This design comes from an exercise in tuning for small area and a short achievable clock period on the open sky130 flow, not from production work.
At most, simulation tests tie the RTL to the original design; equivalence was not proved.

## build 71
## ALU
module ALU( clk, rst, sw, c, d, led, dp );
  input [15:0] sw;
  input clk;
  input rst;
  output reg dp;
  output reg [0:6] c;
  output reg [3:0] d;
  output reg [15:0] led;    
  wire led15 = led[15];
  wire led14 = led[14];
  reg [15:0] s;       
  reg [15:0] p;       
  reg [3:0]  m;       
  reg [4:0]  k;       
  wire first = (m == 4'd10);
  function [16:0] addc(input [15:0] a, input [15:0] b, input ci);
    integer i;
    reg cy;
    begin
      cy = ci;
      for (i = 0; i < 16; i = i + 1) begin
        addc[i] = a[i] ^ b[i] ^ cy;
        cy = (a[i] & b[i]) | (cy & (a[i] ^ b[i]));
      end
      addc[16] = cy;
    end
  endfunction
  function [11:0] cneg12(input [11:0] a, input ng);
    integer i;
    reg cy;
    begin
      cy = ng;
      for (i = 0; i < 12; i = i + 1) begin
        cneg12[i] = (a[i] ^ ng) ^ cy;
        cy = cy & (a[i] ^ ng);
      end
    end
  endfunction
  function [15:0] cneg16(input [15:0] a, input ng);
    integer i;
    reg cy;
    begin
      cy = ng;
      for (i = 0; i < 16; i = i + 1) begin
        cneg16[i] = (a[i] ^ ng) ^ cy;
        cy = cy & (a[i] ^ ng);
      end
    end
  endfunction
  function ovf(input [15:0] x);
    begin
      if (x[15])
        ovf = (x[14:0] <= 15'd22768);
      else
        ovf = (x[14:0] >= 15'd10000);
    end
  endfunction
  wire [5:0] sa = s[15:10];
  wire [5:0] sb = s[9:4];
  wire [2:0] scmd = s[3:1];
  wire       sfp  = s[0];
  wire       fpmd = sfp & (scmd[2:1] == 2'b01);
  wire [5:0] ua = cneg12({6'b0, sa}, sa[5]);    
  wire [5:0] ub = cneg12({6'b0, sb}, sb[5]);
  wire sa32 = (sa == 6'b100000);
  wire sb32 = (sb == 6'b100000);
  wire qneg = fpmd ? (sa32 ^ sb32) : (sa[5] ^ sb[5]);
  reg [10:0] mag_mul;
  always @* begin : mulblk
    reg [10:0] acc;
    integer i;
    acc = 0;
    for (i = 0; i < 5; i = i + 1)
      if (ub[i]) acc = addc({5'b0, acc}, {11'b0, ua[4:0]} << i, 1'b0);
    if (ua[5]) acc = {ub[4:0], 5'b0} | {ub[5], 10'b0};
    else if (ub[5]) acc = {ua[4:0], 5'b0};
    mag_mul = acc;
  end
  reg [5:0] uq;
  reg [5:0] ur;
  always @* begin : divblk
  ...
Settings: LEC_CHECK=0, ABC_AREA=1, CAP_MARGIN=20, CORE_MARGIN=2, CORE_UTILIZATION=40, CTS_BUF_LIST=sky130_fd_sc_hd__clkbuf_4 sky130_fd_sc_hd__clkbuf_8, GPL_TIMING_DRIVEN=0, SLEW_MARGIN=20; clock period 180.0 ns.
standard.sh (not shown) runs the stock make flow with config.mk's settings and CLKGATE_MAP_FILE= SYNTH_SCRIPT=/design/flow/synth_recipe.tcl, a recipe that flattens the netlist after the stock synthesis.
==> flow/flow/run.sh <==
#!/bin/bash
# Own layout flow: the standard synthesis, then the combinational logic
# re-mapped with a stronger ABC script (registers and their names kept),
# then the standard layout from the re-mapped netlist.
set -euo pipefail
W=$(pwd)
R=$W/orfs/results/$FLOW_PLATFORM/ALU/base
YOSYS=$(command -v yosys || echo "$FLOW_HOME/../tools/install/yosys/bin/yosys")
bash standard.sh synth > "$W/std_synth.log" 2>&1
cp "$R/1_2_yosys.v" "$W/std_1_2_yosys.v"
export REMAP_LIB=$FLOW_HOME/platforms/$FLOW_PLATFORM/lib/sky130_fd_sc_hd__tt_025C_1v80.lib
export REMAP_IN=$W/std_1_2_yosys.v
export REMAP_OUT=$W/remap_1_2_yosys.v
export REMAP_SCRIPT=$W/flow/abc.script
export REMAP_TOP=$FLOW_TOP
export REMAP_DONT_USE="$(sed -n '/DONT_USE_CELLS += /,/^#/p' "$FLOW_HOME/platforms/$FLOW_PLATFORM/config.mk" | grep -o 'sky130_fd_sc_hd__[a-z0-9_]*' | tr '\n' ' ')"
"$YOSYS" -c "$W/flow/remap.tcl" > "$W/remap.log" 2>&1
cp "$REMAP_OUT" "$R/1_2_yosys.v"
rm -f "$R/1_synth.odb" "$R/1_synth.sdc"
bash standard.sh BUFFER_PORTS_ARGS="-buffer_cell sky130_fd_sc_hd__buf_2" CTS_ARGS="-sink_clustering_enable -repair_clock_nets -buf_list {sky130_fd_sc_hd__clkbuf_4 sky130_fd_sc_hd__clkbuf_8} -dont_use_dummy_load" finish > "$W/layout.log" 2>&1
==> flow/flow/abc.script <==
strash
balance
rewrite
refactor
balance
rewrite
rewrite -z
balance
refactor -z
rewrite -z
balance
&get -n
&deepsyn -T 120
&put
dch -f
amap
==> flow/flow/remap.tcl <==
# Re-map the combinational logic of the standard synthesis netlist with a
# stronger ABC script. Registers (and their instance names) are kept as is.
set lib $::env(REMAP_LIB)
set in  $::env(REMAP_IN)
set out $::env(REMAP_OUT)
set scr $::env(REMAP_SCRIPT)
set dont_use {}
foreach c $::env(REMAP_DONT_USE) { lappend dont_use -dont_use $c }
yosys read_liberty -ignore_miss_func $lib
yosys read_verilog $in
yosys hierarchy -top $::env(REMAP_TOP)
# keep sequential and tie cells as they are
set fh [open $in r]
set text [read $fh]
close $fh
set keep {}
foreach name [lsort -unique [regexp -all -inline {sky130_fd_sc_hd__[a-z0-9_]+} $text]] {
  if {[regexp {__(e?s?df|dl)} $name]} { lappend keep $name }
}
foreach m $keep { yosys blackbox $m }
yosys stat -liberty $lib
yosys flatten
yosys rename -hide {w:*.*}
yosys opt_clean -purge
yosys techmap
yosys opt -fast
yosys abc -liberty $lib {*}$dont_use -script $scr
yosys opt_clean -purge
yosys read_liberty -lib -ignore_redef $lib
yosys hilomap -hicell sky130_fd_sc_hd__conb_1 HI -locell sky130_fd_sc_hd__conb_1 LO
yosys splitnets
yosys opt_clean -purge
yosys insbuf -buf sky130_fd_sc_hd__buf_4 A X
yosys opt_clean -purge
yosys opt_clean -purge
yosys stat -liberty $lib
yosys check -assert
yosys write_verilog -noattr -noexpr -nohex -nodec $out
Edits applied to the flow inputs when going from build 71 to build 86:
# build 71
export LEC_CHECK = 0
export ABC_AREA = 1
export CAP_MARGIN = 20
export CORE_MARGIN = 2
export CORE_UTILIZATION = 40
export CTS_BUF_LIST = sky130_fd_sc_hd__clkbuf_4 sky130_fd_sc_hd__clkbuf_8
export GPL_TIMING_DRIVEN = 0
export SLEW_MARGIN = 20
create_clock -name core_clock -period 180.0 [get_ports {clk}]
# build 86
export LEC_CHECK = 0
export ABC_AREA = 1
export CAP_MARGIN = 20
export CORE_MARGIN = 2
export CORE_UTILIZATION = 40
export CTS_BUF_LIST = sky130_fd_sc_hd__clkbuf_4
export SLEW_MARGIN = 20
create_clock -name core_clock -period 180.0 [get_ports {clk}]
-- flow/flow/run.sh --
<<< build 71, line 14
export REMAP_SCRIPT=$W/flow/abc.script
export REMAP_TOP=$FLOW_TOP
>>> build 86, line 14
export REMAP_SCRIPT=$W/flow/abc.script
export REMAP_SCRIPT_IN=$W/flow/abc_in.script
export REMAP_TOP=$FLOW_TOP
<<< build 71, line 19
rm -f "$R/1_synth.odb" "$R/1_synth.sdc"
bash standard.sh BUFFER_PORTS_ARGS="-buffer_cell sky130_fd_sc_hd__buf_2" CTS_ARGS="-sink_clustering_enable -repair_clock_nets -buf_list {sky130_fd_sc_hd__clkbuf_4 sky130_fd_sc_hd__clkbuf_8} -dont_use_dummy_load" finish > "$W/layout.log" 2>&1
>>> build 86, line 20
rm -f "$R/1_synth.odb" "$R/1_synth.sdc"
bash standard.sh BUFFER_PORTS_ARGS="-buffer_cell sky130_fd_sc_hd__buf_1" finish > "$W/layout.log" 2>&1
-- flow/flow/abc.script --
<<< build 71, line 11
balance
&get -n
&deepsyn -T 120
&put
dch -f
>>> build 86, line 11
balance
dch -f
==> flow/flow/abc_in.script (new file) <==
strash
dch -f
map
topo
-- flow/flow/remap.tcl --
<<< build 71, line 26
yosys opt -fast
yosys abc -liberty $lib {*}$dont_use -script $scr
>>> build 86, line 26
yosys opt -fast
# logic fed by the input ports (up to the registers) is mapped on its own,
# so that the inputs stay close to the registers they feed
set ffsel {}
foreach m $keep { lappend ffsel -$m }
yosys select -set incone i:* %co*:[join $ffsel :]
yosys abc -liberty $lib {*}$dont_use -script $::env(REMAP_SCRIPT_IN) @incone
yosys abc -liberty $lib {*}$dont_use -script $scr
Findings:
Build 86 ends up with a data arrival time of the critical path that is 36660 ps lower than in build 71. As far as sum of negative setup slack goes, build 71 and build 86 are indistinguishable; the numbers are identical.
Input-level comparison between build 1 and build 86:
# build 86
export LEC_CHECK = 0
export ABC_AREA = 1
export CAP_MARGIN = 20
export CORE_MARGIN = 2
export CORE_UTILIZATION = 40
export CTS_BUF_LIST = sky130_fd_sc_hd__clkbuf_4
export SLEW_MARGIN = 20
create_clock -name core_clock -period 180.0 [get_ports {clk}]
# build 1
export LEC_CHECK = 0
export ABC_AREA = 1
export CAP_MARGIN = 20
export CORE_MARGIN = 2
export CORE_UTILIZATION = 40
export CTS_BUF_LIST = sky130_fd_sc_hd__clkbuf_4 sky130_fd_sc_hd__clkbuf_8
export GPL_TIMING_DRIVEN = 0
export SLEW_MARGIN = 20
create_clock -name core_clock -period 180.0 [get_ports {clk}]
-- flow/flow/run.sh --
<<< build 86, line 14
export REMAP_SCRIPT=$W/flow/abc.script
export REMAP_SCRIPT_IN=$W/flow/abc_in.script
export REMAP_TOP=$FLOW_TOP
>>> build 1, line 14
export REMAP_SCRIPT=$W/flow/abc.script
export REMAP_TOP=$FLOW_TOP
<<< build 86, line 20
rm -f "$R/1_synth.odb" "$R/1_synth.sdc"
bash standard.sh BUFFER_PORTS_ARGS="-buffer_cell sky130_fd_sc_hd__buf_1" finish > "$W/layout.log" 2>&1
>>> build 1, line 19
rm -f "$R/1_synth.odb" "$R/1_synth.sdc"
bash standard.sh BUFFER_PORTS_ARGS="-buffer_cell sky130_fd_sc_hd__buf_1" CTS_ARGS="-sink_clustering_enable -repair_clock_nets -buf_list {sky130_fd_sc_hd__clkbuf_4 sky130_fd_sc_hd__clkbuf_8} -dont_use_dummy_load" SETUP_SLACK_MARGIN=143.0 finish > "$W/layout.log" 2>&1
-- flow/flow/abc.script --
<<< build 86, line 11
balance
dch -f
>>> build 1, line 11
balance
&get -n
&deepsyn -T 120
&put
dch -f
-- flow/flow/remap.tcl --
<<< build 86, line 26
yosys opt -fast
# logic fed by the input ports (up to the registers) is mapped on its own,
# so that the inputs stay close to the registers they feed
set ffsel {}
foreach m $keep { lappend ffsel -$m }
yosys select -set incone i:* %co*:[join $ffsel :]
yosys abc -liberty $lib {*}$dont_use -script $::env(REMAP_SCRIPT_IN) @incone
yosys abc -liberty $lib {*}$dont_use -script $scr
>>> build 1, line 26
yosys opt -fast
yosys abc -liberty $lib {*}$dont_use -script $scr
removed: flow/flow/abc_in.script
==> comparison <==
- The fraction of area in multi-input gates of build 1 is lower than that of build 86.
- Compared with build 86, build 1 shows a lower area of the multi-input gates.
- Build 1 ends up with higher buffer count from post-CTS setup fixing than build 86 does.
- Compared with build 86, build 1 shows number of signal-net buffers in the layout that has gone down by more than 10%.
- Delta (build 1 minus build 86): core utilization increased 0.63 points.
> inputs changed (build 1 -> build 79)
-- flow/flow/run.sh --
<<< build 1, line 19
rm -f "$R/1_synth.odb" "$R/1_synth.sdc"
bash standard.sh BUFFER_PORTS_ARGS="-buffer_cell sky130_fd_sc_hd__buf_1" CTS_ARGS="-sink_clustering_enable -repair_clock_nets -buf_list {sky130_fd_sc_hd__clkbuf_4 sky130_fd_sc_hd__clkbuf_8} -dont_use_dummy_load" SETUP_SLACK_MARGIN=143.0 finish > "$W/layout.log" 2>&1
>>> build 79, line 19
rm -f "$R/1_synth.odb" "$R/1_synth.sdc"
bash standard.sh BUFFER_PORTS_ARGS="-buffer_cell sky130_fd_sc_hd__buf_1" CTS_ARGS="-sink_clustering_enable -repair_clock_nets -buf_list {sky130_fd_sc_hd__clkbuf_4 sky130_fd_sc_hd__clkbuf_8} -dont_use_dummy_load" finish > "$W/layout.log" 2>&1
Findings:
- Register-to-register slack was lower in build 79 than in build 1.
- Synthesis-to-finish area growth: build 79 < build 1
- Higher cell area goes to build 1 over build 79.
Function was not checked in any run of this note: the RTL went through the layout flow alone.


build 81:
ALU, a different RTL version from the one above (not shown whole).
For scale: about 1400 cells after synthesis, about 46 I/O pins.
export LEC_CHECK = 0
export ABC_AREA = 1
export CAP_MARGIN = 20
export CORE_MARGIN = 2
export CORE_UTILIZATION = 65
export CTS_BUF_LIST = sky130_fd_sc_hd__clkbuf_4 sky130_fd_sc_hd__clkbuf_8
export GPL_TIMING_DRIVEN = 0
export SLEW_MARGIN = 20
create_clock -name core_clock -period 180.0 [get_ports {clk}]
==> flow/flow/run.sh <==
#!/bin/bash
# Own layout flow: the standard synthesis, then the combinational logic
# re-mapped with a stronger ABC script (registers and their names kept),
# then the standard layout from the re-mapped netlist.
set -euo pipefail
W=$(pwd)
R=$W/orfs/results/$FLOW_PLATFORM/ALU/base
YOSYS=$(command -v yosys || echo "$FLOW_HOME/../tools/install/yosys/bin/yosys")
bash standard.sh synth > "$W/std_synth.log" 2>&1
cp "$R/1_2_yosys.v" "$W/std_1_2_yosys.v"
export REMAP_LIB=$FLOW_HOME/platforms/$FLOW_PLATFORM/lib/sky130_fd_sc_hd__tt_025C_1v80.lib
export REMAP_IN=$W/std_1_2_yosys.v
export REMAP_OUT=$W/remap_1_2_yosys.v
export REMAP_SCRIPT=$W/flow/abc.script
export REMAP_TOP=$FLOW_TOP
export REMAP_DONT_USE="$(sed -n '/DONT_USE_CELLS += /,/^#/p' "$FLOW_HOME/platforms/$FLOW_PLATFORM/config.mk" | grep -o 'sky130_fd_sc_hd__[a-z0-9_]*' | tr '\n' ' ')"
"$YOSYS" -c "$W/flow/remap.tcl" > "$W/remap.log" 2>&1
cp "$REMAP_OUT" "$R/1_2_yosys.v"
rm -f "$R/1_synth.odb" "$R/1_synth.sdc"
bash standard.sh BUFFER_PORTS_ARGS="-buffer_cell sky130_fd_sc_hd__buf_1" CTS_ARGS="-sink_clustering_enable -repair_clock_nets -buf_list {sky130_fd_sc_hd__clkbuf_4 sky130_fd_sc_hd__clkbuf_8} -dont_use_dummy_load" SETUP_SLACK_MARGIN=143.1 finish > "$W/layout.log" 2>&1
==> flow/flow/abc.script <==
strash
balance
rewrite
refactor
balance
rewrite
rewrite -z
balance
refactor -z
rewrite -z
balance
&get -n
&deepsyn -T 120
&put
dch -f
amap
Other scripts of this flow, unchanged in this note and not shown: flow/flow/remap.tcl
Inputs modified between build 81 and build 80:
Settings: a change of CORE_UTILIZATION from 65 to 40.
==> comparison <==
Average wire per cell in the routed design: build 80 < build 81
Setup slack down 13 ps in build 80 wrt build 81
Largest clock skew in the final design: build 80 vs build 81 up 9.9 ps
Build 80 reached the end of the flow, and the finished layout is clean on the timing, DRC and antenna checks.
For die width, dividing the value from build 81 by the value from build 80 gives 0.79.
Build 80 against build 81: final worst hold slack decreased 6.7 ps; routability congestion estimate lost 4.9%.
For build 83, these inputs were changed with respect to build 80:
-- flow/flow/abc.script --
<<< build 80, line 12
&get -n
&deepsyn -T 120
&put
>>> build 83, line 12
&get -n
&deepsyn -I 5 -T 300
&put
Findings:
Build 83 does better than build 80 on setup slack of the most critical reg-to-reg path.
Changes observed in build 83 relative to build 80: hold-critical path depth neither gained nor lost much, wire length moved down, final design instance area without fill lower.
Input changes introduced in build 29 (baseline for comparison: build 83):
-- flow/flow/run.sh --
<<< build 83, line 19
rm -f "$R/1_synth.odb" "$R/1_synth.sdc"
bash standard.sh BUFFER_PORTS_ARGS="-buffer_cell sky130_fd_sc_hd__buf_1" CTS_ARGS="-sink_clustering_enable -repair_clock_nets -buf_list {sky130_fd_sc_hd__clkbuf_4 sky130_fd_sc_hd__clkbuf_8} -dont_use_dummy_load" SETUP_SLACK_MARGIN=143.1 finish > "$W/layout.log" 2>&1
>>> build 29, line 19
rm -f "$R/1_synth.odb" "$R/1_synth.sdc"
bash standard.sh BUFFER_PORTS_ARGS="-buffer_cell sky130_fd_sc_hd__buf_1" CTS_ARGS="-sink_clustering_enable -repair_clock_nets -buf_list {sky130_fd_sc_hd__clkbuf_4 sky130_fd_sc_hd__clkbuf_8} -dont_use_dummy_load -sink_clustering_size 30 -sink_clustering_max_diameter 300" SETUP_SLACK_MARGIN=143.1 finish > "$W/layout.log" 2>&1
-- flow/flow/abc.script --
<<< build 83, line 12
&get -n
&deepsyn -I 5 -T 300
&put
>>> build 29, line 12
&get -n
&deepsyn -T 120
&put
--- outcome ---
- Build 29 against build 83: clock input transition at the sequential cells of the worst setup and hold paths comparable; non-clock buffering overhead in the final layout barely changed; number of cells on the critical path fell by 7.
- Build 29 gives more clock skew than build 83 did.
- Against build 83 as the reference, build 29 delivers a higher die area.
- Build 29 ended up with a higher synthesized cell count than build 83 did.

==> port drivers added, routing unchanged <==
No port has a modelled driver above. Below, the same layouts with a new extraction and two added sets of constraints.
Step 1 sets driving cells, clkbuf_16 on the clock port and buf_2 on the other inputs (assumed; they add their load-dependent delay and slew).
Step 2 times the ports against the registers' clock, not the clock port: input delays grow and output delays shrink by t, the midpoint of the rising clock arrivals with the driver on.
a / b / c = no drivers / after step 1 / after step 2; a / b = the first two.
| run | t (ns) | setup slack, ns | slew at the worst register clock pin (ns) |
|---|---|---|---|
| build 71 | 0.353 | 142.599 / 142.607 / 142.255 | 0.07 / 0.07 |
| build 86 | 0.441 | 143.073 / 143.039 / 142.657 | 0.12 / 0.12 |
| build 1 | 0.359 | 142.998 / 142.996 / 142.637 | 0.08 / 0.08 |
| build 79 | 0.359 | 142.358 / 142.367 / 142.008 | 0.07 / 0.07 |
| build 81 | 0.376 | 143.124 / 143.092 / 142.803 | 0.07 / 0.07 |
| build 80 | 0.369 | 143.111 / 143.073 / 142.840 | 0.07 / 0.07 |
| build 83 | 0.362 | 143.058 / 143.053 / 142.691 | 0.07 / 0.07 |
| build 29 | 0.369 | 143.111 / 143.073 / 142.840 | 0.07 / 0.07 |
After both steps setup and hold are still met in every run listed. For build 86, which loses most, drivers alone change the setup slack by -0.034 ns; drivers and shift together by -0.416 ns.
